What follows belongs to an exercise in optimizing a design on an open flow for a short achievable clock period and few clock cycles; a production flow would make more cautious choices. The RTL was checked by simulation tests, not by an equivalence proof against the original design. Power and IR drop assume default switching activity.

**flow/config.mk**
```make
export PLATFORM = sky130hd
export DESIGN_NAME = Pipeline_CPU
export DESIGN_NICKNAME = Pipeline_CPU
export VERILOG_FILES = /design/flow/design.v
export SDC_FILE = /design/flow/constraint.sdc
export NUM_CORES = 4
export LEC_CHECK = 0
export ABC_CLOCK_PERIOD_IN_PS = 2000
export CAP_MARGIN = 20
export CORE_MARGIN = 2
export CORE_UTILIZATION = 55
export PLACE_DENSITY = 0.75
export SETUP_SLACK_MARGIN = 4.6
export SLEW_MARGIN = 20
```
**flow/constraint.sdc**
```tcl
create_clock -name core_clock -period 7.0 [get_ports {clk_i}]
set_input_delay 1.4000 -clock core_clock [delete_from_list [all_inputs] [get_ports {clk_i}]]
set_output_delay 1.4000 -clock core_clock [all_outputs]
set_load 0.01 [all_outputs]
```
**flow/design.v**
```verilog
module ks_add #(parameter W = 16) (a, b, cin, s, cout);
input  [W-1:0] a;
input  [W-1:0] b;
input          cin;
output [W-1:0] s;
output         cout;
reg [W:0] G, P, Gn, Pn;
integer i, d;
always @(*) begin
    G = {a & b, cin};
    P = {a ^ b, 1'b0};
    for (d = 1; d <= W; d = d * 2) begin
        Gn = G;
        Pn = P;
        for (i = d; i <= W; i = i + 1) begin
            Gn[i] = G[i] | (P[i] & G[i-d]);
            Pn[i] = P[i] & P[i-d];
        end
        G = Gn;
        P = Pn;
    end
end
assign s    = (a ^ b) ^ G[W-1:0];
assign cout = G[W];
endmodule
module Pipeline_CPU( clk_i, rst_n, imem_addr_o, imem_data_i,
                     dmem_addr_o, dmem_wdata_o, dmem_we_o, dmem_re_o, dmem_rdata_i );
input         clk_i;
input         rst_n;
output [15:0] imem_addr_o;
input  [15:0] imem_data_i;
output [15:0] dmem_addr_o;
output [15:0] dmem_wdata_o;
output        dmem_we_o;
output        dmem_re_o;
input  [15:0] dmem_rdata_i;
reg  [14:0] pc;           
reg         d_v;          
reg  [15:0] d_ir;
reg  [14:0] d_pcp;        
reg         d_pt;         
reg  [7:1]  d_rs, d_rt;   
reg  [7:1]  d_wd;         
reg  [15:0] e_a, e_b;     
reg  [7:0]  e_sel;        
reg         e_ld;
reg  [7:1]  e_wd_q;       
reg         e_br_q;
reg         e_kill;       
wire [7:1]  e_wd = e_kill ? 7'd0 : e_wd_q;
wire        e_br = e_br_q & ~e_kill;
reg         e_inv;        
reg  [14:0] e_alt;        
reg  [15:0] m_addr, m_wdata;
reg         m_we, m_re;
reg  [15:0] rf [1:7];
reg         stall;        
wire        mis;
wire [15:0] res;
wire [15:0] fi    = imem_data_i;
wire [2:0]  f_op  = fi[15:13];
wire        f_j   = (f_op == 3'd7);
wire        f_beq = (f_op == 3'd5);
wire        f_bne = (f_op == 3'd6);
wire        f_eqf = (fi[12:10] == fi[9:7]);
wire        f_pt  = (f_beq & (f_eqf | fi[6])) | (f_bne & ~f_eqf);
wire [14:0] pcq;
ks_add #(15) u_finc (.a(pc), .b(15'd0), .cin(1'b1), .s(pcq), .cout());
wire [7:0]  f_lo;
wire [7:0]  f_up   = pcq[14:7];
wire [7:0]  f_upp, f_upm;
ks_add #(7) u_flo  (.a(pcq[6:0]), .b(fi[6:0]), .cin(1'b0), .s(f_lo[6:0]),  .cout(f_lo[7]));
ks_add #(8) u_fupp (.a(f_up), .b(8'h00), .cin(1'b1), .s(f_upp), .cout());
ks_add #(8) u_fupm (.a(f_up), .b(8'hff), .cin(1'b0), .s(f_upm), .cout());
wire [7:0]  f_hi   = (fi[6] == f_lo[7])  ? f_up : (f_lo[7]  ? f_upp : f_upm);
wire [14:0] f_bt   = {f_hi, f_lo[6:0]};
wire [14:0] f_jt   = {pcq[14:13], fi[12:0]};
wire [14:0] f_npc  = f_j ? f_jt  : (f_pt ? f_bt  : pcq);
wire        f_r    = (f_op == 3'd0);
wire        f_wr   = (f_op == 3'd0) | (f_op == 3'd1) | (f_op == 3'd2) | (f_op == 3'd3);
wire [2:0]  f_dn   = f_r ? fi[6:4] : fi[9:7];
wire        f_urs  = (f_op != 3'd2) & ~f_j;                    
wire        f_urt  = f_r | (f_op == 3'd4) | f_beq | f_bne;     
wire [7:0]  f_rs1h = 8'd1 << fi[12:10];
wire [7:0]  f_rt1h = 8'd1 << fi[9:7];
wire [7:0]  f_wd1h = 8'd1 << f_dn;
always @(posedge clk_i or negedge rst_n) begin
    if (!rst_n) begin
        pc     <= 15'd0;
        d_v    <= 1'b0;
    end else if (mis) begin
        pc     <= e_alt;
        d_v    <= 1'b0;
    end else if (!stall) begin
        pc     <= f_npc;
        d_v    <= ~f_j;
    end
end
always @(posedge clk_i) begin
    if (!stall) begin
        d_ir  <= fi;
        d_pcp <= pcq;
        d_pt  <= f_pt;
        d_rs  <= f_urs ? f_rs1h[7:1] : 7'd0;
        d_rt  <= f_urt ? f_rt1h[7:1] : 7'd0;
        d_wd  <= f_wr  ? f_wd1h[7:1] : 7'd0;
    end
end
assign imem_addr_o = {pc, 1'b0};
wire [2:0] op = d_ir[15:13];
wire [3:0] fn = d_ir[3:0];
wire [15:0] sext = {{9{d_ir[6]}}, d_ir[6:0]};
wire is_r   = (op == 3'd0);
wire is_ai  = (op == 3'd1);
wire is_lui = (op == 3'd2);
wire is_lw  = (op == 3'd3);
wire is_sw  = (op == 3'd4);
wire is_br  = (op == 3'd5) | (op == 3'd6);
reg [15:0] rs_v, rt_v;
integer i;
always @(*) begin
    rs_v = 16'd0;
    rt_v = 16'd0;
    for (i = 1; i < 8; i = i + 1) begin
        rs_v = rs_v | ({16{d_rs[i]}} & rf[i]);
        rt_v = rt_v | ({16{d_rt[i]}} & rf[i]);
    end
end
wire hit_s = |(d_rs & e_wd);
wire hit_t = |(d_rt & e_wd);
wire f_mem = (f_op == 3'd3) | (f_op == 3'd4);
always @(posedge clk_i or negedge rst_n) begin
    if (!rst_n)
        stall <= 1'b0;
    else
        stall <= ~mis & ~stall & d_v & f_mem & |(f_rs1h[7:1] & d_wd);
end
wire go = d_v & ~stall & ~mis;
reg [7:0] sel;
always @(*) begin
    sel = 8'd0;
    if (is_r) begin
        if (fn[3] == 1'b0) sel[fn[2:0]] = 1'b1;
    end else if (is_ai | is_lui)
        sel[0] = 1'b1;
end
wire [15:0] b_imm  = is_lui ? {1'b0, d_ir[6:0], 8'd0} : sext;
wire        b_isim = is_ai | is_lui;
wire [14:0] d_bt;
ks_add #(15) u_dbt  (.a(d_pcp), .b(sext[14:0]), .cin(1'b0), .s(d_bt),  .cout());
wire [14:0] d_alt  = d_pt ? d_pcp : d_bt;
wire [15:0] d_addr;
ks_add #(16) u_agu  (.a(rs_v), .b(sext), .cin(1'b0), .s(d_addr), .cout());
always @(posedge clk_i or negedge rst_n) begin
    if (!rst_n) begin
        e_wd_q <= 7'd0;
        e_br_q <= 1'b0;
        e_kill <= 1'b0;
        m_we <= 1'b0;
        m_re <= 1'b0;
    end else begin
        e_wd_q <= (d_v & ~stall) ? d_wd : 7'd0;
        e_br_q <= d_v & ~stall & is_br;
        e_kill <= mis;
        m_we <= go & is_sw;
        m_re <= go & is_lw;
    end
end
always @(posedge clk_i) begin
    e_a    <= hit_s ? res : rs_v;
    e_b    <= b_isim ? b_imm : (hit_t ? res : rt_v);
    e_sel  <= sel;
    e_ld   <= is_lw;
    e_inv  <= op[1] ^ d_pt;
    e_alt  <= d_alt;
    m_addr  <= d_addr;
    m_wdata <= hit_t ? res : rt_v;
end
wire [15:0] a = e_a;
wire [15:0] b = e_b;
wire [15:0] sum, dif;
ks_add #(16) u_sum (.a(a), .b(b),  .cin(1'b0), .s(sum), .cout());
ks_add #(16) u_dif (.a(a), .b(~b), .cin(1'b1), .s(dif), .cout());
wire        lt  = (a[15] ^ b[15]) ? a[15] : dif[15];
assign res = ({16{e_sel[0]}} & sum)
           | ({16{e_sel[1]}} & dif)
           | ({16{e_sel[2]}} & (a & b))
           | ({16{e_sel[3]}} & (a | b))
           | ({16{e_sel[4]}} & ~(a | b))
           | ({16{e_sel[5]}} & {15'd0, lt})
           | ({16{e_sel[6]}} & {b[14:0], 1'b0})
           | ({16{e_sel[7]}} & {1'b0, b[15:1]})
           | ({16{e_ld}}     & dmem_rdata_i);
assign mis = e_br & ((a == b) ^ e_inv);
always @(posedge clk_i or negedge rst_n) begin
    if (!rst_n) begin
        rf[1] <= 16'd0; rf[2] <= 16'd0; rf[3] <= 16'd0; rf[4] <= 16'd0;
        rf[5] <= 16'd0; rf[6] <= 16'd0; rf[7] <= 16'd0;
    end else begin
        for (i = 1; i < 8; i = i + 1)
            if (e_wd[i]) rf[i] <= res;
    end
end
assign dmem_addr_o  = m_addr;
assign dmem_wdata_o = m_wdata;
assign dmem_we_o    = m_we;
assign dmem_re_o    = m_re;
endmodule
```
**flow/flow/run.sh**
```bash
#!/bin/bash
# Standard synthesis, then the combinational logic re-mapped by ABC for
# delay (registers untouched), then the standard layout from floorplan on.
set -euo pipefail
R=$PWD/orfs/results/$FLOW_PLATFORM/Pipeline_CPU/base
LIB=$FLOW_HOME/platforms/$FLOW_PLATFORM/lib/sky130_fd_sc_hd__tt_025C_1v80.lib

bash standard.sh $R/1_2_yosys.v > synth.log 2>&1
cp $R/1_2_yosys.v $PWD/std_synth.v
sed -e "s|@LIB@|$LIB|g" -e "s|@IN@|$PWD/std_synth.v|" -e "s|@OUT@|$R/1_2_yosys.v|" \
    -e "s|@TOP@|$FLOW_TOP|" -e "s|@ABC@|$PWD/flow/remap.abc|" flow/remap.ys.in > remap.ys
yosys -q -l remap.log remap.ys > remap.out 2>&1
bash standard.sh > layout.log 2>&1
```
**flow/flow/remap.abc**
```
strash
dch -f
map -D 800
topo
buffer -p
upsize -D 800
dnsize -D 800
stime -p
```
**flow/flow/remap.ys.in**
```
# Re-map the combinational logic of the standard synthesis for delay.
# Flip-flops and tie cells stay the instances the standard synthesis made.
read_liberty -ignore_miss_func @LIB@
blackbox sky130_fd_sc_hd__df* sky130_fd_sc_hd__edf* sky130_fd_sc_hd__conb_1 sky130_fd_sc_hd__sdf* sky130_fd_sc_hd__dl*
read_verilog @IN@
hierarchy -top @TOP@
flatten
opt_clean
stat
abc -liberty @LIB@ -dont_use sky130_fd_sc_hd__lpflow_bleeder_1 -dont_use sky130_fd_sc_hd__lpflow_clkbufkapwr_1 -dont_use sky130_fd_sc_hd__lpflow_clkbufkapwr_16 -dont_use sky130_fd_sc_hd__lpflow_clkbufkapwr_2 -dont_use sky130_fd_sc_hd__lpflow_clkbufkapwr_4 -dont_use sky130_fd_sc_hd__lpflow_clkbufkapwr_8 -dont_use sky130_fd_sc_hd__lpflow_clkinvkapwr_1 -dont_use sky130_fd_sc_hd__lpflow_clkinvkapwr_16 -dont_use sky130_fd_sc_hd__lpflow_clkinvkapwr_2 -dont_use sky130_fd_sc_hd__lpflow_clkinvkapwr_4 -dont_use sky130_fd_sc_hd__lpflow_clkinvkapwr_8 -dont_use sky130_fd_sc_hd__lpflow_decapkapwr_12 -dont_use sky130_fd_sc_hd__lpflow_decapkapwr_3 -dont_use sky130_fd_sc_hd__lpflow_decapkapwr_4 -dont_use sky130_fd_sc_hd__lpflow_decapkapwr_6 -dont_use sky130_fd_sc_hd__lpflow_decapkapwr_8 -dont_use sky130_fd_sc_hd__lpflow_inputiso0n_1 -dont_use sky130_fd_sc_hd__lpflow_inputiso0p_1 -dont_use sky130_fd_sc_hd__lpflow_inputiso1n_1 -dont_use sky130_fd_sc_hd__lpflow_inputiso1p_1 -dont_use sky130_fd_sc_hd__lpflow_inputisolatch_1 -dont_use sky130_fd_sc_hd__lpflow_isobufsrc_1 -dont_use sky130_fd_sc_hd__lpflow_isobufsrc_16 -dont_use sky130_fd_sc_hd__lpflow_isobufsrc_2 -dont_use sky130_fd_sc_hd__lpflow_isobufsrc_4 -dont_use sky130_fd_sc_hd__lpflow_isobufsrc_8 -dont_use sky130_fd_sc_hd__lpflow_isobufsrckapwr_16 -dont_use sky130_fd_sc_hd__lpflow_lsbuf_lh_hl_isowell_tap_1 -dont_use sky130_fd_sc_hd__lpflow_lsbuf_lh_hl_isowell_tap_2 -dont_use sky130_fd_sc_hd__lpflow_lsbuf_lh_hl_isowell_tap_4 -dont_use sky130_fd_sc_hd__lpflow_lsbuf_lh_isowell_4 -dont_use sky130_fd_sc_hd__lpflow_lsbuf_lh_isowell_tap_1 -dont_use sky130_fd_sc_hd__lpflow_lsbuf_lh_isowell_tap_2 -dont_use sky130_fd_sc_hd__lpflow_lsbuf_lh_isowell_tap_4 -dont_use sky130_fd_sc_hd__probe_p_8 -dont_use sky130_fd_sc_hd__probec_p_8  -script @ABC@
opt_clean -purge
read_liberty -lib -ignore_redef @LIB@
hilomap -singleton -hicell sky130_fd_sc_hd__conb_1 HI -locell sky130_fd_sc_hd__conb_1 LO
insbuf -buf sky130_fd_sc_hd__buf_4 A X
splitnets
opt_clean -purge
stat -liberty @LIB@
check -assert -mapped
write_verilog -noattr -nohex -nodec @OUT@
```
**flow/standard.sh**
```bash
#!/bin/bash
# synth_recipe.tcl (not shown) runs the flow's synth.tcl, then flattens the netlist and writes it again
# the make line also repeats each setting of config.mk as NAME=value (left out here)
make -C /OpenROAD-flow-scripts/flow DESIGN_CONFIG=/design/flow/config.mk WORK_HOME=/design/flow/orfs CLKGATE_MAP_FILE= SYNTH_SCRIPT=/design/flow/synth_recipe.tcl "${@:-finish}"
```
==> impl_metrics.yaml, run 1 <==
route:
  initialDrtViolationCount: 2765
  antenna_left: 0
  wl_mm: 61.6
  drtPass1Iterations: 8
  top_layer: "met4"
  num_vias: 17600
  wl_met3_mm: 7.65
  wl_met1_mm: 22.7
  wl_met2_mm: 26.7
  route.detailed.drc: 0
  wl_per_cell_um: 22.6
  viasPerCell: 6.46
setup_path:
  cp.required_ns: 7.41
  crit_fanout: 6
  rr_startpoint: "d_rs[3]"
  cp-start-kind: "input port"
  rrSetupSlack_ns: 4.47
  worstReg2RegEnd: "m_addr[10]"
  crit_type: "in -> reg"
  worstSetupEndpointType: "register"
  worst_ep_arrival_time_ns: 2.96
  rr_worst_depth: 13
cts:
  clk_transition_reported_paths_ns: 0.06
  clk_path_buf_depth: 3
  h-tree-depth: 1
  clock_latency_ns: 0.59
  postCtsHoldBufs: 0
  clock_sinks: 276
  numCtsBuffers: 30
  cts_tree: "yes"
  cts_root_buf: "clkbuf_16"
floorplanning:
  die_x_um: 173
  io_pins: 84
  num_rows: 61
  coreArea_mm2: 0.0279
  die_y_um: 173
  initial_core_util_pct: 56.1
  dieArea_mm2: 0.0299
global_route:
  grt_use_total_pct: 38.8
  antenna_found_initial: 0
  grt_pass1_vias: 16200
  gr-total-overflow: 0
  grt_first_pass_wirelength_mm: 91.6
  grt_max_degree: 78
sta:
  hold_viol: 0
  slew_headroom_pct: 27.7
  setup_tns_ns: 0
  rsz0062_at_grt: "true"
  whs_ns: 0.460
  fmax_mhz: 391
  finalMaxSlewViolations: 0
  fin_crit_sh_pct: 36.5
  finClkSkew_ns: 0.0534
  fin_crit_ns: 2.56
  setup_violations: 0
  worstMarginPinSlew_ns: 1.06
placement:
  dp_cells: 2486
  place_congestion: 1.00
  placedInstanceArea_mm2: 0.0170
  portBuffers: 82
  dp_hpwl_mm: 39.9
hold_path:
  hold_end: "pc[13]"
  hp-start: "e_alt[13]"
  min_path_type: "reg -> reg"
  worst_hold_path.num_cells: 2
yosys:
  syn_nets: 2091
  synth_cells: 2057
  avgSynthCellArea_um2: 7.62
  syn-cell-area_mm2: 0.0157
  ys_warn_count: 6
power_and_ir_drop:
  power_density_mw_per_mm2: 488
  leakage_nw: 9.14
  peakVddDrop_mv: 0.267
  p_total_mw: 10.2
layout:
  final_nets: 2361
  fin_cells: 2727
  final_area_mm2: 0.0208
  diodes: 0
  drive_gt1_share_pct: 28.1
  area_delta_synth_final_pct: 33.0
  nFillCells: 2052
status:
  status: "timing/DRC/antenna clean"
flow_run:
  maxCapViolations: 0
## registers in the layout (all words and copies together) (netlist names), 7 cells and up
register	count
e_sel	8
rf	112
e_b	16
e_a	16
d_ir	10
e_alt	15
m_wdata	16
d_rs	7
d_wd	7
e_wd_q	7
d_rt	7
pc	15
d_pcp	15
m_addr	16
## per-layer routing
| metal | track usage, % | up-vias |
|---|---|---|
| met5 | 0 | - |
| met4 | 22.2 | 0 |
| met1 | 51.3 | 8156 |
| li1 | - | 7725 |
| met2 | 59.3 | 1378 |
| met3 | 7.98 | 344 |
## timing repair
item / in CTS / in global routing
setup buffers: 107 / 74
setup endpoints to repair: 244 / 244
gates resized for setup: 502 / 239
cloned: 5 / 1
pin swaps: 78 / 66
## cell type report
type	count	area [um2]	area share, %
multi-input cells	1483	9090	43.6
flip-flops and latches	276	6790	32.5
repair buffers	288	2570	12.4
inverters	247	996	4.78
clock buffers	45	817	3.92
well taps	378	473	2.27
clock inverters	9	105	0.504
repair inverters	1	7.51	0.0360
## through the flow
stage / setup slack [ns] / util (%)
2_1_floorplan: 4.29 / -
3_3_place_gp: 3.23 / 60.9
3_5_place_dp: 3.17 / 60.9
4_1_cts: 4.47 / 69.6
5_1_grt: 4.37 / 74.6
6_report: 4.44 / 74.6
## cell usage in the layout, fill, tap and decap left out, types with 16 or more instances in the layout
master	count
buf_2	24
a21oi_1	45
nand3_1	81
a31oi_1	39
buf_6	55
nand3_2	31
inv_1	213
o21ai_0	121
edfxtp_1	47
buf_4	171
dfxtp_2	26
nand2_1	399
clkbuf_16	30
nand2_2	40
o22ai_1	31
a22oi_1	54
dfxtp_1	52
nor2_2	20
dfrtp_1	128
o211ai_1	18
nor3_1	37
o21ai_1	42
nor2_1	181
o21ai_2	32
nor2_4	16
xor2_1	18
nand4_1	56
## where the power goes
group          total (mW)  leakage (nW)  internal (mW)  switching [mW]
clock                1.51         0.444          0.847           0.668
combinational        5.72          5.70           2.21            3.51
sequential           2.94          2.99           2.35           0.594
total                10.2          9.14           5.40            4.77
## critical path, cell delays in order
cell      delay [ns]
buf_12          0.11
xnor2_2         0.13
nand3_1         0.15
a21oi_2         0.18
a21oi_2         0.06
nor2_1          0.13
nand2_2         0.17
buf_4           0.19
a21oi_2         0.14
o21ai_1         0.08
o211ai_1        0.09
o311ai_1        0.11
## worst max path at each step
stage               slack [ns]        end             from
floorplan                 4.29      pc[8]   imem_data_i[0]
global placement          3.23     pc[11]  imem_data_i[11]
detailed placement        3.17     pc[11]   imem_data_i[6]
CTS                       4.47  dmem_re_o             m_re
global route              4.37      pc[3]  imem_data_i[11]
finish                    4.44      pc[3]  imem_data_i[11]
Testbench counts, summed over its fixed seeds: cycles 17,747.
==> run 2, diff against run 1 <==
--- a/flow/design.v
+++ b/flow/design.v
@@ -64,5 +64,10 @@
 wire        f_bne = (f_op == 3'd6);
 wire        f_eqf = (fi[12:10] == fi[9:7]);
-wire        f_pt  = (f_beq & (f_eqf | fi[6])) | (f_bne & ~f_eqf);
+wire        f_pt0 = (f_beq & (f_eqf | fi[6])) | (f_bne & ~f_eqf);
+wire        dz_known, dz_zero;
+wire [2:0]  dz_reg;
+wire        f_mx  = ((fi[12:10] == dz_reg) & (fi[9:7] == 3'd0)) |
+                    ((fi[9:7] == dz_reg) & (fi[12:10] == 3'd0));
+wire        f_pt  = (dz_known & f_mx) ? ((f_beq | f_bne) & (f_bne ^ dz_zero)) : f_pt0;
 wire [14:0] pcq;
 ks_add #(15) u_finc (.a(pc), .b(15'd0), .cin(1'b1), .s(pcq), .cout());
@@ -137,4 +142,9 @@
 end
 wire go = d_v & ~stall & ~mis;
+wire [15:0] nsext;
+ks_add #(16) u_neg (.a(~sext), .b(16'd0), .cin(1'b1), .s(nsext), .cout());
+assign dz_reg   = d_ir[9:7];
+assign dz_known = d_v & is_ai & ~hit_s & (dz_reg != 3'd0);
+assign dz_zero  = (rs_v == nsext);
 reg [7:0] sel;
 always @(*) begin
--- a/flow/config.mk
+++ b/flow/config.mk
@@ -9,6 +9,8 @@
 export CAP_MARGIN = 20
 export CORE_MARGIN = 2
-export CORE_UTILIZATION = 55
-export PLACE_DENSITY = 0.75
+export CORE_UTILIZATION = 40
+export CTS_CLUSTER_DIAMETER = 90
+export CTS_CLUSTER_SIZE = 24
+export PLACE_DENSITY = 0.6
 export SETUP_SLACK_MARGIN = 4.6
 export SLEW_MARGIN = 20
==> run 2 against run 1 <==
Net effect:
- via count is 5.6% higher
- critical path depth is 4 higher
- non-clock buffer count is 11 lower
- fmax is 11% lower
- critical endpoint is now pc[13]
- still clean
- sequential share of layout area is 0.94 points lower
- largest cell class unchanged
- power is 10% lower
- worst hold slack worse by 0.018 ns
- clock power is 23% lower
- flip-flop and latch count is 3 higher
- cell area is 4.5% higher
- synthesized cell count is 8.1% higher
==> impl_metrics.yaml, run 2 <==
setup_path:
  cp-start-kind: "register"
  rrSetupSlack_ns: 4.14
  worst_ep_arrival_time_ns: 3.27
  cp.required_ns: 7.41
  crit_start: "d_rs[4]"
  crit_fanout: 6
  rr_startpoint: "d_rs[4]"
  endpoint: "pc[13]"
  worstSetupEndpointType: "register"
  crit_type: "reg -> reg"
  worstReg2RegEnd: "pc[13]"
  rr_worst_depth: 16
sta:
  fmax_mhz: 350
  finalMaxSlewViolations: 0
  setup_violations: 0
  whs_ns: 0.442
  setup_tns_ns: 0
  fin_crit_sh_pct: 40.9
  hold_viol: 0
  fin_crit_ns: 2.86
  finClkSkew_ns: 0.0404
  slew_headroom_pct: 28.8
  worstMarginPinSlew_ns: 1.07
  rsz0062_at_grt: "true"
layout:
  regMostFlops: "rf"
  layout_common_cells: "516 x nand2_1, 177 x nor2_1, 165 x inv_1, 154 x buf_4, 127 x dfrtp_1"
  area_delta_synth_final_pct: 31.7
  drive_gt1_share_pct: 26.7
  fin_cells: 3013
  largest_reg_flops: 112
  final_nets: 2504
  nFillCells: 3809
  final_common_cell: "nand2_1"
power_and_ir_drop:
  power_density_mw_per_mm2: 419
  switching_share_pct: 48.0
  pwr-share-clk_pct: 12.8
  power.switching_mw: 4.38
  power.internal_mw: 4.75
  peakVddDrop_mv: 0.206
  combPwrFrac_pct: 55.0
  leakage_nw: 9.53
  p_seq_share_pct: 32.2
hold_path:
  min_path_type: "reg -> reg"
  worst_hold_path.num_cells: 2
route:
  wl_per_cell_um: 23.5
  viasPerCell: 6.17
  drtPass1Iterations: 8
  antenna_left: 0
  initialDrtViolationCount: 2289
  route.detailed.drc: 0
  wl_mm: 70.7
  num_vias: 18600
placement:
  dp_cells: 2804
  dp_hpwl_mm: 45.1
  portBuffers: 82
  place_congestion: 0.935
global_route:
  grt_first_pass_wirelength_mm: 104
  grt_pass1_vias: 17000
  grt_max_degree: 85
  grt_use_total_pct: 31.0
  antenna_found_initial: 1
  gr-total-overflow: 0
floorplanning:
  die_x_um: 207
  dieArea_mm2: 0.0430
  coreArea_mm2: 0.0408
  initial_core_util_pct: 40.5
  num_rows: 74
  die_y_um: 207
  io_pins: 84
yosys:
  ys_warn_count: 6
  synth_cells: 2223
  syn-cell-area_mm2: 0.0165
  syn_nets: 2257
  avgSynthCellArea_um2: 7.44
cts:
  clock_sinks: 279
  clk_transition_reported_paths_ns: 0.10
  numCtsBuffers: 17
  h-tree-depth: 1
  cts_tree: "yes"
  cts_root_buf: "clkbuf_16"
  clock_latency_ns: 0.56
  clk_path_buf_depth: 3
flow_run:
  maxCapViolations: 0
status:
  status: "timing/DRC/antenna clean"
[run 2: metal layers]
layer,vias to the layer above,GRT usage (%),routed length [um]
met2,1171,48.3,31600
met3,214,5.45,7630
li1,8285,-,-
met1,8910,42.2,27900
met4,0,14.1,3530
met5,-,0,0
[run 2: repair_timing]
item | CTS | global route
pin swaps | 95 | 90
cloned | 7 | 2
hold buffers | 0 | 0
buffers inserted | 117 | 53
gates resized for setup | 554 | 244
endpoints found under the setup margin | 255 | 247
[run 2: how the worst min path moves through the flow]
stage	from	end	slack (ns)
2_1_floorplan	e_alt[7]	pc[7]	0.41
3_3_place_gp	d_pcp[14]	e_alt[14]	0.45
3_5_place_dp	d_pcp[14]	e_alt[14]	0.45
4_1_cts	e_alt[0]	pc[0]	0.44
5_1_grt	e_alt[0]	pc[0]	0.45
6_report	e_alt[0]	pc[0]	0.44
[run 2: area by class of cell]
type | count | area (um2) | area share [%]
diodes | 1 | 2.50 | 0.0115
clock buffers | 23 | 479 | 2.20
clock inverters | 6 | 95.1 | 0.437
inverters | 206 | 870 | 3.99
multi-input cells | 1688 | 10300 | 47.2
flip-flops and latches | 279 | 6890 | 31.6
well taps | 532 | 666 | 3.06
repair buffers | 277 | 2510 | 11.5
repair inverters | 1 | 5.00 | 0.0230
[run 2: worst max-delay path, stage by stage (launching register included)]
cell	delay (ns)
edfxtp_1	0.46
buf_6	0.17
buf_16	0.15
nand2_4	0.05
nand4_1	0.08
buf_6	0.16
o21ai_4	0.14
nand4_1	0.16
a211oi_2	0.31
nand4_1	0.20
nand4_1	0.16
buf_6	0.16
buf_6	0.11
buf_4	0.09
nand4_1	0.12
nand3_1	0.10
o211ai_1	0.09
[run 2: metrics by stage]
step	setup WS (ns)	instance area [um2]	utilization, %	power, mW
finish	4.14	21800	53.4	9.14
global route	4.04	21800	53.3	9.64
CTS	4.32	20500	50.2	8.46
detailed placement	2.32	18000	44.2	6.56
global placement	2.49	18000	44.2	6.52
floorplan	4.14	16700	-	5.16
[run 2: power groups by stage]
stage / clock network [mW] / registers, mW / logic (mW)
3_5_place_dp: 0 / 2.95 / 3.61
6_report: 1.16 / 2.94 / 5.03
2_1_floorplan: 0 / 2.81 / 2.35
4_1_cts: 1.17 / 2.88 / 4.41
3_3_place_gp: 0 / 2.95 / 3.58
5_1_grt: 1.24 / 3.02 / 5.39
Testbench counts of run 2, summed over its fixed seeds: cycles 17,319.
==> run 3, diff against run 2 <==
--- a/flow/design.v
+++ b/flow/design.v
@@ -41,4 +41,6 @@
 reg         d_pt;         
 reg  [7:1]  d_rs, d_rt;   
+reg  [7:1]  d_rsm;        
+reg  [7:1]  d_rsz;        
 reg  [7:1]  d_wd;         
 reg  [15:0] e_a, e_b;     
@@ -85,5 +87,6 @@
 wire        f_wr   = (f_op == 3'd0) | (f_op == 3'd1) | (f_op == 3'd2) | (f_op == 3'd3);
 wire [2:0]  f_dn   = f_r ? fi[6:4] : fi[9:7];
-wire        f_urs  = (f_op != 3'd2) & ~f_j;                    
+wire        f_mem  = (f_op == 3'd3) | (f_op == 3'd4);
+wire        f_urs  = (f_op != 3'd2) & ~f_j & ~f_mem;           
 wire        f_urt  = f_r | (f_op == 3'd4) | f_beq | f_bne;     
 wire [7:0]  f_rs1h = 8'd1 << fi[12:10];
@@ -108,4 +111,6 @@
         d_pt  <= f_pt;
         d_rs  <= f_urs ? f_rs1h[7:1] : 7'd0;
+        d_rsm <= f_mem ? f_rs1h[7:1] : 7'd0;
+        d_rsz <= (f_op == 3'd1) ? f_rs1h[7:1] : 7'd0;
         d_rt  <= f_urt ? f_rt1h[7:1] : 7'd0;
         d_wd  <= f_wr  ? f_wd1h[7:1] : 7'd0;
@@ -122,11 +127,15 @@
 wire is_sw  = (op == 3'd4);
 wire is_br  = (op == 3'd5) | (op == 3'd6);
-reg [15:0] rs_v, rt_v;
+reg [15:0] rs_v, rt_v, rm_v, rz_v;
 integer i;
 always @(*) begin
     rs_v = 16'd0;
+    rm_v = 16'd0;
+    rz_v = 16'd0;
     rt_v = 16'd0;
     for (i = 1; i < 8; i = i + 1) begin
         rs_v = rs_v | ({16{d_rs[i]}} & rf[i]);
+        rm_v = rm_v | ({16{d_rsm[i]}} & rf[i]);
+        rz_v = rz_v | ({16{d_rsz[i]}} & rf[i]);
         rt_v = rt_v | ({16{d_rt[i]}} & rf[i]);
     end
@@ -134,5 +143,4 @@
 wire hit_s = |(d_rs & e_wd);
 wire hit_t = |(d_rt & e_wd);
-wire f_mem = (f_op == 3'd3) | (f_op == 3'd4);
 always @(posedge clk_i or negedge rst_n) begin
     if (!rst_n)
@@ -146,5 +154,5 @@
 assign dz_reg   = d_ir[9:7];
 assign dz_known = d_v & is_ai & ~hit_s & (dz_reg != 3'd0);
-assign dz_zero  = (rs_v == nsext);
+assign dz_zero  = (rz_v == nsext);
 reg [7:0] sel;
 always @(*) begin
@@ -161,5 +169,5 @@
 wire [14:0] d_alt  = d_pt ? d_pcp : d_bt;
 wire [15:0] d_addr;
-ks_add #(16) u_agu  (.a(rs_v), .b(sext), .cin(1'b0), .s(d_addr), .cout());
+ks_add #(16) u_agu  (.a(rm_v), .b(sext), .cin(1'b0), .s(d_addr), .cout());
 always @(posedge clk_i or negedge rst_n) begin
     if (!rst_n) begin
==> run 3 against run 2 <==
Net effect:
- highest routed layer unchanged
- clock power is 8% higher
- largest power group unchanged
- still clean
- synthesized cell count is 7.7% higher
- die area is 9.3% higher
- worst setup slack better by 0.17 ns
- cell area is 8.6% higher
- sequential share of layout area is 0.78 points lower
- via count is 9.8% higher
- non-clock buffer count is 11 higher
- first-iteration DRC count is 8.2% higher
- combinational power is 7.2% lower
- synthesized area is 9.5% higher
- routed wire length is 16% higher
==> impl_metrics.yaml, run 3 <==
hold_path:
  worst_hold_path.num_cells: 2
  hp-start: "e_alt[0]"
  min_path_type: "reg -> reg"
  hold_end: "pc[0]"
layout:
  diodes: 0
  drive_gt1_share_pct: 26.9
  nFillCells: 4198
  largest_reg_flops: 112
  regMostFlops: "rf"
  area_delta_synth_final_pct: 30.6
  final_nets: 2692
  final_common_cell: "nand2_1"
  layout_common_cells: "458 x nand2_1, 221 x inv_1, 210 x nor2_1, 161 x buf_4, 138 x o21ai_0"
global_route:
  antenna_found_initial: 1
  grt_pass1_vias: 19000
  grt_use_total_pct: 33.4
  grt_first_pass_wirelength_mm: 118
  grt_max_degree: 75
  gr-total-overflow: 0
setup_path:
  cp-start-kind: "register"
  cp.required_ns: 7.44
  worstSetupEndpointType: "register"
  crit_path_max_incr_delay_ns: 0.42
  rr_worst_depth: 13
  cp_cell_sequence: "buf_4 > buf_4 > a22oi_2 > nand2_1 > nor2_1 > nand4_1 > a22oi_2 > nand4_4 > nand2_8 > buf_12 > nand3_4 > o311ai_2 > o21ai_1"
  worst_ep_arrival_time_ns: 3.13
  crit_slowest_cell: "edfxtp_1"
  rrSetupSlack_ns: 4.31
  worstReg2RegEnd: "pc[0]"
  rr_startpoint: "d_rsz[5]"
  crit_fanout: 7
  crit_type: "reg -> reg"
sta:
  setup_violations: 0
  worstMarginPinSlew_ns: 1.15
  rsz0062_at_grt: "true"
  fin_crit_ns: 2.69
  fin_crit_sh_pct: 38.4
  fmax_mhz: 372
  finalMaxSlewViolations: 0
  setup_tns_ns: 0
  slew_headroom_pct: 23.0
  finClkSkew_ns: 0.0232
  hold_viol: 0
power_and_ir_drop:
  power_density_mw_per_mm2: 383
  leakage_nw: 9.95
  p_total_mw: 9.06
  peakVddDrop_mv: 0.202
floorplanning:
  dieArea_mm2: 0.0470
  initial_core_util_pct: 40.8
  die_y_um: 217
  coreArea_mm2: 0.0444
  num_rows: 77
  io_pins: 84
  die_x_um: 217
placement:
  dp_hpwl_mm: 55.6
  portBuffers: 82
  place_congestion: 1.01
route:
  wl_mm: 82.0
  route.detailed.drc: 0
  viasPerCell: 6.26
  num_vias: 20400
  antenna_left: 0
  wl_per_cell_um: 25.2
  initialDrtViolationCount: 2477
  drtPass1Iterations: 8
cts:
  clock_latency_ns: 0.55
  clk_path_buf_depth: 3
  cts_tree: "yes"
  clk_transition_reported_paths_ns: 0.10
  clock_sinks: 293
  numCtsBuffers: 19
  cts_root_buf: "clkbuf_16"
  h-tree-depth: 1
yosys:
  avgSynthCellArea_um2: 7.56
  syn_nets: 2429
  synth_cells: 2395
  ys_warn_count: 6
  syn-cell-area_mm2: 0.0181
flow_run:
  maxCapViolations: 0
status:
  status: "timing/DRC/antenna clean"
[run 3: worst max-delay path by stage]
stage	depth (start not counted)	from	end	slack, ns
6_report	13	d_rsz[5]	pc[0]	4.31
5_1_grt	13	d_rsz[5]	pc[0]	4.22
4_1_cts	12	imem_data_i[8]	pc[7]	4.41
3_5_place_dp	13	imem_data_i[7]	pc[5]	2.84
3_3_place_gp	11	imem_data_i[11]	pc[6]	2.98
2_1_floorplan	11	imem_data_i[8]	pc[3]	4.19
[run 3: worst max-delay path, delay by kind of cell, from the launching register on]
| kind | cells | cell delay (ns) |
|---|---|---|
| AOI/OAI and AO/OA | 4 | 0.80 |
| and+or+nand+nor | 6 | 0.89 |
| buffers and inverters | 3 | 0.47 |
| DFF | 1 | 0.42 |
[run 3: area by class of cell]
class                   count  area [um2]  share of cell area [%]
well taps                 592         741                    3.13
repair buffers            288        2680                    11.3
multi-input cells        1775       11200                    47.2
clock buffers              25         529                    2.24
clock inverters             8        95.1                   0.402
inverters                 279        1140                    4.82
flip-flops and latches    293        7290                    30.8
repair inverters            2        10.0                  0.0423
[run 3: power by group]
| group | switching [mW] | internal [mW] |
|---|---|---|
| combinational | 2.94 | 1.73 |
| sequential | 0.734 | 2.41 |
| clock | 0.685 | 0.567 |
| total | 4.36 | 4.70 |
[run 3: timing repair]
action / 4_1_cts / 5_1_grt
cloned: 4 / 5
setup buffers: 120 / 65
hold buffers: 0 / 0
pin swaps: 68 / 123
resized for setup: 521 / 251
setup endpoints to repair: 330 / 229
[run 3: per-stage QoR]
step / setup WS, ns / instances / hold slack, ns / cell area (um2) / util, %
floorplan: 4.19 / 2395 / 0.410 / 18300 / -
global placement: 2.98 / 3035 / 0.438 / 19700 / 44.3
detailed placement: 2.84 / 3035 / 0.443 / 19700 / 44.3
CTS: 4.41 / 3192 / 0.470 / 22100 / 49.7
global route: 4.22 / 3262 / 0.495 / 23700 / 53.3
finish: 4.31 / 3262 / 0.452 / 23700 / 53.3
[run 3: layer usage]
layer | part of all wire [%] | global-route usage [%] | vias to the layer above
met1 | 38 | 42.8 | 9696
li1 | - | - | 9061
met4 | 7.2 | 20.1 | 0
met2 | 43 | 51.5 | 1307
met5 | 0 | 0 | -
met3 | 11 | 7.51 | 340
Testbench counts of run 3, summed over its fixed seeds: cycles 17,319.
==> run 4, diff against run 3 <==
--- a/flow/design.v
+++ b/flow/design.v
@@ -66,10 +66,8 @@
 wire        f_bne = (f_op == 3'd6);
 wire        f_eqf = (fi[12:10] == fi[9:7]);
-wire        f_pt0 = (f_beq & (f_eqf | fi[6])) | (f_bne & ~f_eqf);
 wire        dz_known, dz_zero;
 wire [2:0]  dz_reg;
-wire        f_mx  = ((fi[12:10] == dz_reg) & (fi[9:7] == 3'd0)) |
-                    ((fi[9:7] == dz_reg) & (fi[12:10] == 3'd0));
-wire        f_pt  = (dz_known & f_mx) ? ((f_beq | f_bne) & (f_bne ^ dz_zero)) : f_pt0;
+wire        dz_exit = dz_known & dz_zero;
+wire        f_pt  = (f_beq & (f_eqf | fi[6])) | (f_bne & ~f_eqf & ~(fi[6] & dz_exit));
 wire [14:0] pcq;
 ks_add #(15) u_finc (.a(pc), .b(15'd0), .cin(1'b1), .s(pcq), .cout());
==> run 4 against run 3 <==
Net effect:
- worst hold slack gained 0.0024 ns
- power shrank 2.2%
- global-route usage grew 0.59 points
- non-clock buffer count grew 5
- cell count shrank 3.5%
- register-to-register slack is essentially flat
- synthesized area shrank 2.9%
- core utilization grew 0.076 points
- routed wire length shrank 2.7%
- largest power group unchanged
- flip-flop and latch count is the same
==> impl_metrics.yaml, run 4 <==
status:
  status: "timing/DRC/antenna clean"
power_and_ir_drop:
  switching_share_pct: 47.6
  combPwrFrac_pct: 51.8
  power_density_mw_per_mm2: 384
  p_total_mw: 8.86
  p_seq_share_pct: 34.7
  peakVddDrop_mv: 0.212
  power.switching_mw: 4.22
  power.internal_mw: 4.65
  pwr-share-clk_pct: 13.5
  leakage_nw: 9.64
hold_path:
  min_path_type: "reg -> reg"
  worst_hold_path.num_cells: 2
  hold_end: "pc[11]"
  hp-start: "e_alt[11]"
cts:
  postCtsHoldBufs: 0
  h-tree-depth: 1
  clk_transition_reported_paths_ns: 0.10
  clk_path_buf_depth: 3
  clock_sinks: 293
  clock_latency_ns: 0.57
  numCtsBuffers: 18
  cts_root_buf: "clkbuf_16"
  cts_tree: "yes"
layout:
  final_nets: 2584
  fin_util_pct: 53.3
  layout_common_cells: "448 x nand2_1, 212 x inv_1, 202 x nor2_1, 168 x buf_4, 137 x o21ai_0"
  drive_gt1_share_pct: 27.3
  area_delta_synth_final_pct: 31.2
  largest_reg_flops: 112
  regMostFlops: "rf"
  diodes: 0
  final_common_cell: "nand2_1"
global_route:
  grt_max_degree: 76
  grtUsageMet2_pct: 50.0
  grt_first_pass_wirelength_mm: 115
  busiest_layer: "met2"
  grt_use_total_pct: 33.9
  grtUsageMet3_pct: 8.88
  grt_pass1_vias: 17900
  gr-total-overflow: 0
  antenna_found_initial: 1
  grt_use_met1_pct: 46.4
sta:
  slew_headroom_pct: 36.4
  finClkSkew_ns: 0.0365
  rsz0062_at_grt: "true"
  fin_crit_ns: 2.68
  setup_tns_ns: 0
  hold_viol: 0
  fin_crit_sh_pct: 38.3
  worstMarginPinSlew_ns: 0.953
  fmax_mhz: 373
  setup_violations: 0
  finalMaxSlewViolations: 0
yosys:
  ys_warn_count: 6
  syn_nets: 2317
  synth_cells: 2283
  syn-cell-area_mm2: 0.0176
  avgSynthCellArea_um2: 7.70
setup_path:
  rr_worst_depth: 15
  worst_ep_arrival_time_ns: 3.14
  cpMostUsedCell: "nand3_1"
  crit_fanout: 3
  cp.required_ns: 7.46
  critPathBufInv: 2
  crit_slowest_cell: "nand3b_1"
  crit_type: "in -> reg"
  crit_family: "simple AND/OR/NAND/NOR gates"
  cp-start-kind: "input port"
  worstReg2RegEnd: "pc[13]"
  crit_path_max_incr_delay_ns: 0.26
  cp_cell_sequence: "buf_8 > xnor2_4 > nand3_2 > nand3b_1 > nand4_1 > nor3_4 > nand4_1 > buf_6 > nand4_4 > o21bai_4 > nand3_1 > nand3_1 > nand3_1"
  rrSetupSlack_ns: 4.32
  rr_startpoint: "d_rsz[7]"
  worstSetupEndpointType: "register"
route:
  viasPerCell: 6.20
  num_vias: 19500
  initialDrtViolationCount: 2439
  route.detailed.drc: 0
  wl_per_cell_um: 25.4
  wl_mm: 79.8
  antenna_left: 0
  drtPass1Iterations: 7
placement:
  dp_hpwl_mm: 52.8
  portBuffers: 82
  place_congestion: 0.988
floorplanning:
  io_pins: 84
  die_y_um: 214
  dieArea_mm2: 0.0457
  coreArea_mm2: 0.0433
  initial_core_util_pct: 40.6
  die_x_um: 214
  num_rows: 76
flow_run:
  maxCapViolations: 0
run 4: cell count changes in the layout (fill, tap and decap cells not counted), moves of 9 or more:
| cell | change |
|---|---|
| inv_1 | -9 |
| a21oi_1 | -11 |
| inv_2 | -15 |
| nand4_1 | -14 |
| a22oi_2 | -10 |
| nand2_1 | -10 |
| nand3_1 | -22 |
| dfxtp_2 | -10 |
| a31oi_1 | -13 |
run 4: tightest hold or removal path: cells and delay by family (launching register included):
family | cells | cell delay (ns)
AND/OR/NAND/NOR | 2 | 0.11
flip-flops | 1 | 0.32
run 4: final cells by class:
class / count / area [um2]
Tap cell: 585 / 732
Timing Repair inverter: 2 / 10.0
Timing Repair Buffer: 293 / 2690
Multi-Input combinational cell: 1682 / 10700
Fill cell: 4097 / 20200
Clock inverter: 10 / 104
Clock buffer: 22 / 465
Sequential cell: 293 / 7290
Inverter: 260 / 1090
run 4: power by group through the flow:
stage	Clock, mW	Sequential, mW	Combinational [mW]
2_1_floorplan	0	2.90	2.21
3_5_place_dp	0	3.10	3.31
6_report	1.19	3.08	4.59
3_3_place_gp	0	3.10	3.27
5_1_grt	1.25	3.14	4.93
4_1_cts	1.19	3.01	3.90
run 4: routing by layer:
metal  vias up  routed length, um
met1      9368              32200
met2      1244              34100
met5         -                 13
li1       8619                  -
met4         2               4080
met3       288               9450
run 4: worst max path at each step:
stage | end | slack (ns) | depth (start not counted) | start
after floorplan | e_b[12] | 4.16 | 12 | dmem_rdata_i[12]
final | pc[13] | 4.32 | 13 | imem_data_i[9]
after CTS | pc[4] | 4.40 | 12 | imem_data_i[9]
after detailed placement | pc[9] | 2.78 | 10 | imem_data_i[8]
after global placement | pc[9] | 2.84 | 10 | imem_data_i[8]
after global routing | pc[4] | 4.26 | 13 | d_rsz[4]
run 4: stage by stage:
stage | hold WS, ns | cell area (um2) | instances | setup slack, ns
floorplan | 0.414 | 17700 | 2283 | 4.16
global placement | 0.445 | 19200 | 2926 | 2.84
detailed placement | 0.449 | 19200 | 2926 | 2.78
CTS | 0.469 | 21500 | 3085 | 4.40
global route | 0.488 | 23100 | 3147 | 4.26
finish | 0.454 | 23100 | 3147 | 4.32
run 4: repair_timing:
action                                  in CTS  in global routing
cloned                                       4                  3
setup buffers                              123                 59
pin swaps                                   82                130
gates resized for setup                    518                289
endpoints found under the setup margin     260                307
endpoints found under the hold margin        0                  0
Testbench counts of run 4, summed over its fixed seeds: cycles 17,319.
==> run 5, diff against run 4 <==
--- a/flow/design.v
+++ b/flow/design.v
@@ -41,6 +41,4 @@
 reg         d_pt;         
 reg  [7:1]  d_rs, d_rt;   
-reg  [7:1]  d_rsm;        
-reg  [7:1]  d_rsz;        
 reg  [7:1]  d_wd;         
 reg  [15:0] e_a, e_b;     
@@ -66,7 +64,5 @@
 wire        f_bne = (f_op == 3'd6);
 wire        f_eqf = (fi[12:10] == fi[9:7]);
-wire        dz_known, dz_zero;
-wire [2:0]  dz_reg;
-wire        dz_exit = dz_known & dz_zero;
+wire        dz_exit;
 wire        f_pt  = (f_beq & (f_eqf | fi[6])) | (f_bne & ~f_eqf & ~(fi[6] & dz_exit));
 wire [14:0] pcq;
@@ -85,6 +81,5 @@
 wire        f_wr   = (f_op == 3'd0) | (f_op == 3'd1) | (f_op == 3'd2) | (f_op == 3'd3);
 wire [2:0]  f_dn   = f_r ? fi[6:4] : fi[9:7];
-wire        f_mem  = (f_op == 3'd3) | (f_op == 3'd4);
-wire        f_urs  = (f_op != 3'd2) & ~f_j & ~f_mem;           
+wire        f_urs  = (f_op != 3'd2) & ~f_j;                    
 wire        f_urt  = f_r | (f_op == 3'd4) | f_beq | f_bne;     
 wire [7:0]  f_rs1h = 8'd1 << fi[12:10];
@@ -109,6 +104,4 @@
         d_pt  <= f_pt;
         d_rs  <= f_urs ? f_rs1h[7:1] : 7'd0;
-        d_rsm <= f_mem ? f_rs1h[7:1] : 7'd0;
-        d_rsz <= (f_op == 3'd1) ? f_rs1h[7:1] : 7'd0;
         d_rt  <= f_urt ? f_rt1h[7:1] : 7'd0;
         d_wd  <= f_wr  ? f_wd1h[7:1] : 7'd0;
@@ -125,15 +118,11 @@
 wire is_sw  = (op == 3'd4);
 wire is_br  = (op == 3'd5) | (op == 3'd6);
-reg [15:0] rs_v, rt_v, rm_v, rz_v;
+reg [15:0] rs_v, rt_v;
 integer i;
 always @(*) begin
     rs_v = 16'd0;
-    rm_v = 16'd0;
-    rz_v = 16'd0;
     rt_v = 16'd0;
     for (i = 1; i < 8; i = i + 1) begin
         rs_v = rs_v | ({16{d_rs[i]}} & rf[i]);
-        rm_v = rm_v | ({16{d_rsm[i]}} & rf[i]);
-        rz_v = rz_v | ({16{d_rsz[i]}} & rf[i]);
         rt_v = rt_v | ({16{d_rt[i]}} & rf[i]);
     end
@@ -141,4 +130,5 @@
 wire hit_s = |(d_rs & e_wd);
 wire hit_t = |(d_rt & e_wd);
+wire f_mem = (f_op == 3'd3) | (f_op == 3'd4);
 always @(posedge clk_i or negedge rst_n) begin
     if (!rst_n)
@@ -148,9 +138,14 @@
 end
 wire go = d_v & ~stall & ~mis;
-wire [15:0] nsext;
-ks_add #(16) u_neg (.a(~sext), .b(16'd0), .cin(1'b1), .s(nsext), .cout());
-assign dz_reg   = d_ir[9:7];
-assign dz_known = d_v & is_ai & ~hit_s & (dz_reg != 3'd0);
-assign dz_zero  = (rz_v == nsext);
+reg  [7:1] rf_one;
+always @(posedge clk_i or negedge rst_n) begin
+    if (!rst_n)
+        rf_one <= 7'd0;
+    else
+        for (i = 1; i < 8; i = i + 1)
+            rf_one[i] <= (rf[i] == 16'd1) & ~e_wd[i];
+end
+assign dz_exit = d_v & is_ai & (d_ir[6:0] == 7'h7f) & (d_ir[12:10] == d_ir[9:7])
+               & |(d_rs & rf_one) & ~hit_s;
 reg [7:0] sel;
 always @(*) begin
@@ -167,5 +162,5 @@
 wire [14:0] d_alt  = d_pt ? d_pcp : d_bt;
 wire [15:0] d_addr;
-ks_add #(16) u_agu  (.a(rm_v), .b(sext), .cin(1'b0), .s(d_addr), .cout());
+ks_add #(16) u_agu  (.a(rs_v), .b(sext), .cin(1'b0), .s(d_addr), .cout());
 always @(posedge clk_i or negedge rst_n) begin
     if (!rst_n) begin
==> run 5 against run 4 <==
Net effect:
- still clean on timing, DRC and antenna
- cell area shrank 4.6%
- routed wire length is 13% lower
- core utilization is 0.60 points lower
- cell count decreased by 5.3%
- power up 6.6%
- sequential power barely moved
- clock power is 7% lower
- worst setup slack worse by 0.051 ns
- largest cell class unchanged
==> impl_metrics.yaml, run 5 <==
status:
  status: "timing/DRC/antenna clean"
route:
  initialDrtViolationCount: 2154
  wl_per_cell_um: 23.3
  route.detailed.drc: 0
  drtPass1Iterations: 6
  viasPerCell: 6.12
  antenna_left: 0
  num_vias: 18200
  wl_mm: 69.5
sta:
  fmax_mhz: 366
  setup_violations: 0
  worstMarginPinSlew_ns: 0.964
  rsz0062_at_grt: "true"
  layout_setup_ws_ns: 4.27
  setup_tns_ns: 0
  finalMaxSlewViolations: 0
  fin_crit_ns: 2.73
  hold_viol: 0
  slew_headroom_pct: 35.7
  finClkSkew_ns: 0.0418
  fin_crit_sh_pct: 39.0
layout:
  largest_reg_flops: 112
  regMostFlops: "rf"
  drive_gt1_share_pct: 27.7
  nFillCells: 3937
  fin_cells: 2979
  layout_common_cells: "413 x nand2_1, 224 x inv_1, 181 x nor2_1, 137 x buf_4, 137 x dfrtp_1"
  final_nets: 2464
  final_common_cell: "nand2_1"
  area_delta_synth_final_pct: 30.8
  diodes: 0
placement:
  dp_cells: 2796
  place_ws_ns: 2.67
  dp_hpwl_mm: 47.5
  portBuffers: 82
  place_congestion: 0.965
global_route:
  grt_use_total_pct: 30.7
  gr-total-overflow: 0
  grt_first_pass_wirelength_mm: 103
  grt_max_degree: 99
  antenna_found_initial: 2
  grt_pass1_vias: 17000
floorplanning:
  die_x_um: 209
  io_pins: 84
  coreArea_mm2: 0.0418
  dieArea_mm2: 0.0437
  die_y_um: 209
  num_rows: 75
  initial_core_util_pct: 40.3
hold_path:
  worst_hold_path.num_cells: 2
  hp-start: "e_alt[2]"
  min_path_type: "reg -> reg"
setup_path:
  rr_worst_depth: 14
  crit_start: "imem_data_i[4]"
  worstSetupEndpointType: "register"
  rr_startpoint: "pc[4]"
  worst_ep_arrival_time_ns: 3.15
  crit_fanout: 7
  cp-start-kind: "input port"
  cp.required_ns: 7.42
  crit_type: "in -> reg"
cts:
  h-tree-depth: 1
  clock_sinks: 289
  clock_latency_ns: 0.54
  numCtsBuffers: 17
  postCtsHoldBufs: 0
  cts_root_buf: "clkbuf_16"
  clk_transition_reported_paths_ns: 0.10
  clk_path_buf_depth: 3
  cts_tree: "yes"
yosys:
  syn-cell-area_mm2: 0.0168
  avgSynthCellArea_um2: 7.61
  synth_cells: 2211
  ys_warn_count: 6
  syn_nets: 2245
power_and_ir_drop:
  peakVddDrop_mv: 0.212
  power_density_mw_per_mm2: 429
  leakage_nw: 9.47
  p_total_mw: 9.45
flow_run:
  maxCapViolations: 0
==> run 5: worst paths after layout <==
kind	end	slack, ns
worst max-delay path	pc[14]	4.27
worst min-delay path	pc[2]	0.48
worst max register to register	pc[14]	4.38
worst min register to register	pc[2]	0.48
max in group asynchronous	pc[3]	5.03
min in group asynchronous	rf[7][10]	0.93
==> run 5: final cells by class <==
| type | count | area, um2 | share of cell area [%] |
|---|---|---|---|
| Multi-Input combinational cell | 1607 | 10300 | 47.0 |
| Timing Repair Buffer | 253 | 2280 | 10.4 |
| Clock inverter | 6 | 58.8 | 0.267 |
| Tap cell | 539 | 674 | 3.06 |
| Clock buffer | 23 | 472 | 2.14 |
| Inverter | 261 | 1040 | 4.73 |
| Timing Repair inverter | 1 | 7.51 | 0.0341 |
| Sequential cell | 289 | 7150 | 32.5 |
==> run 5: routing by layer <==
metal  vias up  track usage [%]  share of wire [%]
met1      8763             41.6                 40
met3       219             5.17                9.5
met4         4             13.2                5.2
met2      1040             48.4                 45
li1       8201                -                  -
met5         -                0              0.049
==> run 5: critical path, cell delays in order <==
cell and delay [ns]:
buf_12 0.09, xnor3_2 0.44, nand4_1 0.12, buf_6 0.14, nand3b_4 0.13, buf_4 0.19
nand2_8 0.08, nand4_1 0.11, o31ai_2 0.10, nand4_1 0.11, nand4_1 0.14, nand3_2 0.09
==> run 5: metrics by stage <==
stage	hold WS (ns)	area (um2)	utilization [%]
floorplan	0.414	17100	-
global placement	0.447	18400	44.1
detailed placement	0.448	18400	44.1
CTS	0.463	20500	49.1
global route	0.480	22000	52.7
finish	0.482	22000	52.7
==> run 5: where the power goes <==
part           total [mW]  switching (mW)  internal [mW]
combinational        5.27            3.34           1.93
clock                1.11           0.618          0.494
sequential           3.06           0.671           2.39
==> run 5: timing repair <==
item | CTS | global route
endpoints found under the setup margin | 251 | 254
gates resized for setup | 520 | 290
cloned | 4 | 5
buffers inserted | 98 | 47
pin swaps | 88 | 118
Testbench counts of run 5, summed over its fixed seeds: cycles 17,319.
==> run 6, diff against run 5 <==
--- a/flow/design.v
+++ b/flow/design.v
@@ -69,7 +69,7 @@
 ks_add #(15) u_finc (.a(pc), .b(15'd0), .cin(1'b1), .s(pcq), .cout());
 wire [7:0]  f_lo;
-wire [7:0]  f_up   = pcq[14:7];
+wire [7:0]  f_up   = pc[14:7];
 wire [7:0]  f_upp, f_upm;
-ks_add #(7) u_flo  (.a(pcq[6:0]), .b(fi[6:0]), .cin(1'b0), .s(f_lo[6:0]),  .cout(f_lo[7]));
+ks_add #(7) u_flo  (.a(pc[6:0]), .b(fi[6:0]), .cin(1'b1), .s(f_lo[6:0]),  .cout(f_lo[7]));
 ks_add #(8) u_fupp (.a(f_up), .b(8'h00), .cin(1'b1), .s(f_upp), .cout());
 ks_add #(8) u_fupm (.a(f_up), .b(8'hff), .cin(1'b0), .s(f_upm), .cout());
==> run 6 against run 5 <==
Net effect:
- still clean on timing, DRC and antenna
- fmax up 0.90%
- routed wire length down 5.2%
- cell count down 3.9%
- combinational power down 19%
- global-route usage down 0.61 points
==> impl_metrics.yaml, run 6 <==
global_route:
  grt_use_total_pct: 30.1
  grt_pass1_vias: 16300
  grt_max_degree: 81
  gr-total-overflow: 0
  antenna_found_initial: 0
  grt_first_pass_wirelength_mm: 97.8
cts:
  numCtsBuffers: 17
  cts_tree: "yes"
  clock_latency_ns: 0.54
  h-tree-depth: 1
  postCtsHoldBufs: 0
  clk_transition_reported_paths_ns: 0.10
  clock_sinks: 289
  clk_path_buf_depth: 3
  cts_root_buf: "clkbuf_16"
route:
  wl_mm: 65.9
  route.detailed.drc: 0
  antenna_left: 0
  num_vias: 17200
  drtPass1Iterations: 9
  viasPerCell: 6.01
  initialDrtViolationCount: 1857
  wl_per_cell_um: 23.0
hold_path:
  worst_hold_path.num_cells: 2
  hp-start: "e_alt[7]"
  hold_end: "pc[7]"
  min_path_type: "reg -> reg"
sta:
  fin_crit_sh_pct: 38.7
  worstMarginPinSlew_ns: 1.07
  finClkSkew_ns: 0.0329
  finalMaxSlewViolations: 0
  fin_crit_ns: 2.71
  setup_violations: 0
  slew_headroom_pct: 28.6
  rsz0062_at_grt: "true"
  whs_ns: 0.442
  hold_viol: 0
  fmax_mhz: 369
  setup_tns_ns: 0
layout:
  layout_common_cells: "433 x nand2_1, 177 x inv_1, 171 x nor2_1, 153 x o21ai_0, 135 x buf_4"
  regMostFlops: "rf"
  area_delta_synth_final_pct: 28.7
  largest_reg_flops: 112
  diodes: 0
  drive_gt1_share_pct: 27.1
  final_nets: 2354
  final_common_cell: "nand2_1"
  fin_util_pct: 52.0
yosys:
  syn_nets: 2133
  avgSynthCellArea_um2: 7.85
  syn-cell-area_mm2: 0.0165
  synth_cells: 2099
  ys_warn_count: 6
floorplanning:
  dieArea_mm2: 0.0428
  io_pins: 84
  num_rows: 74
  die_y_um: 207
  die_x_um: 207
  initial_core_util_pct: 40.4
  coreArea_mm2: 0.0407
setup_path:
  crit_fanout: 6
  rr_worst_depth: 12
  cp-start-kind: "register"
  rr_startpoint: "d_rs[3]"
  rrSetupSlack_ns: 4.29
  worst_ep_arrival_time_ns: 3.14
  cp.required_ns: 7.44
  worstSetupEndpointType: "register"
  worstReg2RegEnd: "m_addr[14]"
  crit_type: "reg -> reg"
power_and_ir_drop:
  power_density_mw_per_mm2: 396
  leakage_nw: 9.18
  peakVddDrop_mv: 0.198
placement:
  dp_hpwl_mm: 44.7
  place_congestion: 0.992
  portBuffers: 82
status:
  status: "timing/DRC/antenna clean"
flow_run:
  maxCapViolations: 0
## run 6: layer usage
layer	global-route usage, %	vias to the layer above	wire (um)
li1	-	7796	-
met1	40.7	8238	26400
met2	47.1	963	29400
met3	4.29	200	6230
met4	14.9	0	3820
met5	0	-	0
## run 6: area by class of cell
type                            count  area, um2
Clock buffer                       26        479
Clock inverter                      4       57.6
Fill cell                        3861      19500
Inverter                          232        956
Multi-Input combinational cell   1533       9640
Sequential cell                   289       7130
Tap cell                          532        666
Timing Repair Buffer              244       2250
Timing Repair inverter              3       15.0
## run 6: how the worst max path moves through the flow
stage | from | to | slack, ns | cells after the start
floorplan | imem_data_i[1] | pc[10] | 4.22 | 11
global placement | imem_data_i[7] | pc[10] | 3.00 | 11
detailed placement | imem_data_i[7] | pc[10] | 2.95 | 11
CTS | pc[9] | imem_addr_o[10] | 4.46 | 1
global route | d_rs[6] | m_addr[14] | 4.27 | 12
finish | d_rs[3] | m_addr[14] | 4.29 | 12
## run 6: what timing repair did
action	in CTS	in global routing
buffers inserted	97	47
pin swaps	90	91
resized for setup	512	192
endpoints found under the hold margin	0	0
cloned	6	3
setup endpoints to repair	251	244
## run 6: through the flow
step	setup WS (ns)	power (mW)	area, um2	std cells
5_1_grt	4.27	8.89	21200	2863
2_1_floorplan	4.22	5.07	16600	2099
3_3_place_gp	3.00	6.28	18000	2680
3_5_place_dp	2.95	6.32	18000	2680
4_1_cts	4.46	7.88	20000	2813
6_report	4.29	8.40	21200	2863
## run 6: report_power, final
| part | switching (mW) | internal (mW) |
|---|---|---|
| clock network | 0.625 | 0.496 |
| logic | 2.67 | 1.62 |
| registers | 0.645 | 2.35 |
| total | 3.94 | 4.46 |
## run 6: worst max-delay path: stages (launching register included)
cell      delay [ns]
edfxtp_1        0.51
buf_12          0.20
nand2_2         0.05
nand4_1         0.23
o21bai_1        0.28
nand2_1         0.12
nand4_1         0.15
nand2_2         0.09
a31oi_4         0.25
nand4_1         0.20
nand4_1         0.17
nand2_2         0.10
o311ai_2        0.26
Testbench counts of run 6, summed over its fixed seeds: cycles 17,319.
==> run 7, diff against run 6 <==
--- a/flow/design.v
+++ b/flow/design.v
@@ -64,6 +64,5 @@
 wire        f_bne = (f_op == 3'd6);
 wire        f_eqf = (fi[12:10] == fi[9:7]);
-wire        dz_exit;
-wire        f_pt  = (f_beq & (f_eqf | fi[6])) | (f_bne & ~f_eqf & ~(fi[6] & dz_exit));
+wire        f_pt  = (f_beq & (f_eqf | fi[6])) | (f_bne & ~f_eqf);
 wire [14:0] pcq;
 ks_add #(15) u_finc (.a(pc), .b(15'd0), .cin(1'b1), .s(pcq), .cout());
@@ -138,14 +137,4 @@
 end
 wire go = d_v & ~stall & ~mis;
-reg  [7:1] rf_one;
-always @(posedge clk_i or negedge rst_n) begin
-    if (!rst_n)
-        rf_one <= 7'd0;
-    else
-        for (i = 1; i < 8; i = i + 1)
-            rf_one[i] <= (rf[i] == 16'd1) & ~e_wd[i];
-end
-assign dz_exit = d_v & is_ai & (d_ir[6:0] == 7'h7f) & (d_ir[12:10] == d_ir[9:7])
-               & |(d_rs & rf_one) & ~hit_s;
 reg [7:0] sel;
 always @(*) begin
==> run 7 against run 6 <==
Net effect:
- non-clock buffer count is 24 lower
- register-to-register slack improved by 0.25 ns
- worst setup slack improved by 0.20 ns
- count of clock-buffer cells in the layout shrank 3
- die area down 3.5%
- largest power group unchanged
==> impl_metrics.yaml, run 7 <==
status:
  status: "timing/DRC/antenna clean"
setup_path:
  rrSetupSlack_ns: 4.54
  rr_startpoint: "d_rt[6]"
  crit_slowest_cell: "a31oi_4"
  crit_fanout: 6
  cp.required_ns: 7.45
  cp_cell_sequence: "buf_12 > xor2_4 > a21oi_2 > nand2_2 > nor2_4 > clkinv_4 > a31oi_4 > buf_6 > buf_16 > o211ai_1 > a21oi_1"
  crit_type: "in -> reg"
  worstSetupEndpointType: "register"
  rr_worst_depth: 9
  crit_path_max_incr_delay_ns: 0.24
  worst_ep_arrival_time_ns: 2.96
  worstReg2RegEnd: "e_b[14]"
  cp-start-kind: "input port"
hold_path:
  hold_end: "pc[0]"
  hp-start: "e_alt[0]"
  worst_hold_path.num_cells: 2
  min_path_type: "reg -> reg"
yosys:
  ys_warn_count: 6
  syn-cell-area_mm2: 0.0159
  syn_nets: 2102
  avgSynthCellArea_um2: 7.68
  synth_cells: 2068
cts:
  clock_latency_ns: 0.54
  clk_transition_reported_paths_ns: 0.10
  cts_tree: "yes"
  numCtsBuffers: 17
  cts_root_buf: "clkbuf_16"
  h-tree-depth: 1
  clk_path_buf_depth: 3
  clock_sinks: 276
layout:
  final_nets: 2287
  area_delta_synth_final_pct: 25.7
  largest_reg_flops: 112
  diodes: 0
  drive_gt1_share_pct: 24.8
  final_common_cell: "nand2_1"
  layout_common_cells: "423 x nand2_1, 247 x nor2_1, 158 x inv_1, 127 x o21ai_0, 127 x dfrtp_1"
  regMostFlops: "rf"
  nFillCells: 3774
route:
  route.detailed.drc: 0
  wl_mm: 60.4
  num_vias: 16400
  drtPass1Iterations: 6
  wl_per_cell_um: 21.7
  initialDrtViolationCount: 1633
  viasPerCell: 5.90
  antenna_left: 0
floorplanning:
  coreArea_mm2: 0.0389
  num_rows: 72
  io_pins: 84
  die_y_um: 203
  die_x_um: 203
  dieArea_mm2: 0.0413
  initial_core_util_pct: 40.8
placement:
  dp_hpwl_mm: 41.2
  portBuffers: 82
  place_congestion: 0.963
sta:
  whs_ns: 0.459
  setup_tns_ns: 0
  finClkSkew_ns: 0.0361
  slew_headroom_pct: 48.1
  worstMarginPinSlew_ns: 0.779
  fmax_mhz: 398
  hold_viol: 0
  finalMaxSlewViolations: 0
  fin_crit_sh_pct: 35.9
  rsz0062_at_grt: "true"
  setup_violations: 0
  fin_crit_ns: 2.51
global_route:
  grt_first_pass_wirelength_mm: 91.5
  gr-total-overflow: 0
  grt_max_degree: 83
  grt_pass1_vias: 15600
  grt_use_total_pct: 28.6
  antenna_found_initial: 1
power_and_ir_drop:
  p_total_mw: 8.14
  power_density_mw_per_mm2: 408
  leakage_nw: 8.64
  peakVddDrop_mv: 0.185
flow_run:
  maxCapViolations: 0
run 7: how the worst max path moves through the flow:
stage	to	start	depth (start not counted)
floorplan	pc[10]	imem_data_i[1]	9
global placement	pc[12]	imem_data_i[7]	12
detailed placement	pc[12]	imem_data_i[7]	12
CTS	imem_addr_o[8]	pc[7]	1
global route	m_addr[15]	d_rs[4]	12
finish	pc[8]	imem_data_i[9]	11
run 7: critical path, delay by kind of cell:
family                    cells  cell delay [ns]
buffers and inverters         4             0.50
AOI/OAI and AO/OA             4             0.59
xor gates and xnor gates      1             0.18
and+or+nand+nor               2             0.28
run 7: what timing repair did:
item | CTS | global route
setup buffers | 93 | 23
hold buffers | 0 | 0
pin swaps | 81 | 56
gates cloned | 3 | 1
resized for setup | 490 | 142
endpoints found under the setup margin | 245 | 221
run 7: final cells by class:
type / count / area (um2) / share of cell area (%)
repair buffers: 220 / 2010 / 10.1
inverters: 216 / 861 / 4.32
clock inverters: 7 / 97.6 / 0.489
repair inverters: 3 / 20.0 / 0.100
flip-flops and latches: 276 / 6770 / 33.9
well taps: 518 / 648 / 3.25
clock buffers: 23 / 469 / 2.35
multi-input cells: 1519 / 9070 / 45.5
run 7: metrics by stage:
step | instance area [um2] | cells | worst slack, ns | util, %
after floorplan | 16100 | 2068 | 4.27 | -
after global placement | 17400 | 2632 | 3.09 | 44.7
after detailed placement | 17400 | 2632 | 3.05 | 44.7
after CTS | 19300 | 2758 | 4.49 | 49.5
after global routing | 19900 | 2782 | 4.40 | 51.3
final | 19900 | 2782 | 4.49 | 51.3
run 7: power breakdown:
| part | leakage [nW] | internal [mW] | switching, mW |
|---|---|---|---|
| logic | 5.35 | 1.58 | 2.58 |
| registers | 3.01 | 2.28 | 0.555 |
| clock network | 0.273 | 0.516 | 0.614 |
run 7: layer usage:
layer | wire (um) | share of wire [%] | vias to the layer above | track usage (%)
met3 | 5130 | 8.5 | 179 | 3.72
met4 | 2760 | 4.6 | 2 | 11.6
met1 | 24700 | 41 | 7836 | 38.1
met2 | 27800 | 46 | 869 | 47.1
li1 | - | - | 7540 | -
met5 | 13 | 0.022 | - | 0
Testbench counts of run 7, summed over its fixed seeds: cycles 17,747.

[re-timing with driven ports]
Ports are ideal in the flow. The routed layouts listed here were re-timed in OpenROAD.
Step 1, drivers: a clkbuf_16 drives clk_i and a buf_2 each remaining input, both assumed.
Step 2 adds t to the input delays and takes it off the output delays; t is the mean of the earliest and latest rising clock arrival at the registers after step 1. Input paths then give back, and output paths get back, about the clock's delay inside the block.
Slacks: ideal ports / drivers / drivers and shift; pairs: ideal ports / drivers.
run	shift t [ns]	setup slack, ns	slew at the worst register clock pin (ns)
run 1	0.619	4.443 / 4.409 / 3.829	0.07 / 0.07
run 2	0.593	4.139 / 4.139 / 3.685	0.10 / 0.10
run 3	0.597	4.309 / 4.307 / 3.710	0.10 / 0.10
run 4	0.610	4.321 / 4.323 / 3.713	0.11 / 0.11
run 5	0.586	4.269 / 4.270 / 3.684	0.10 / 0.10
run 6	0.578	4.293 / 4.293 / 3.873	0.10 / 0.10
run 7	0.574	4.489 / 4.436 / 3.915	0.11 / 0.11
After both steps setup and hold are still met in every run listed. For run 1, which loses most, drivers alone change the setup slack by -0.034 ns; drivers and shift together by -0.614 ns.
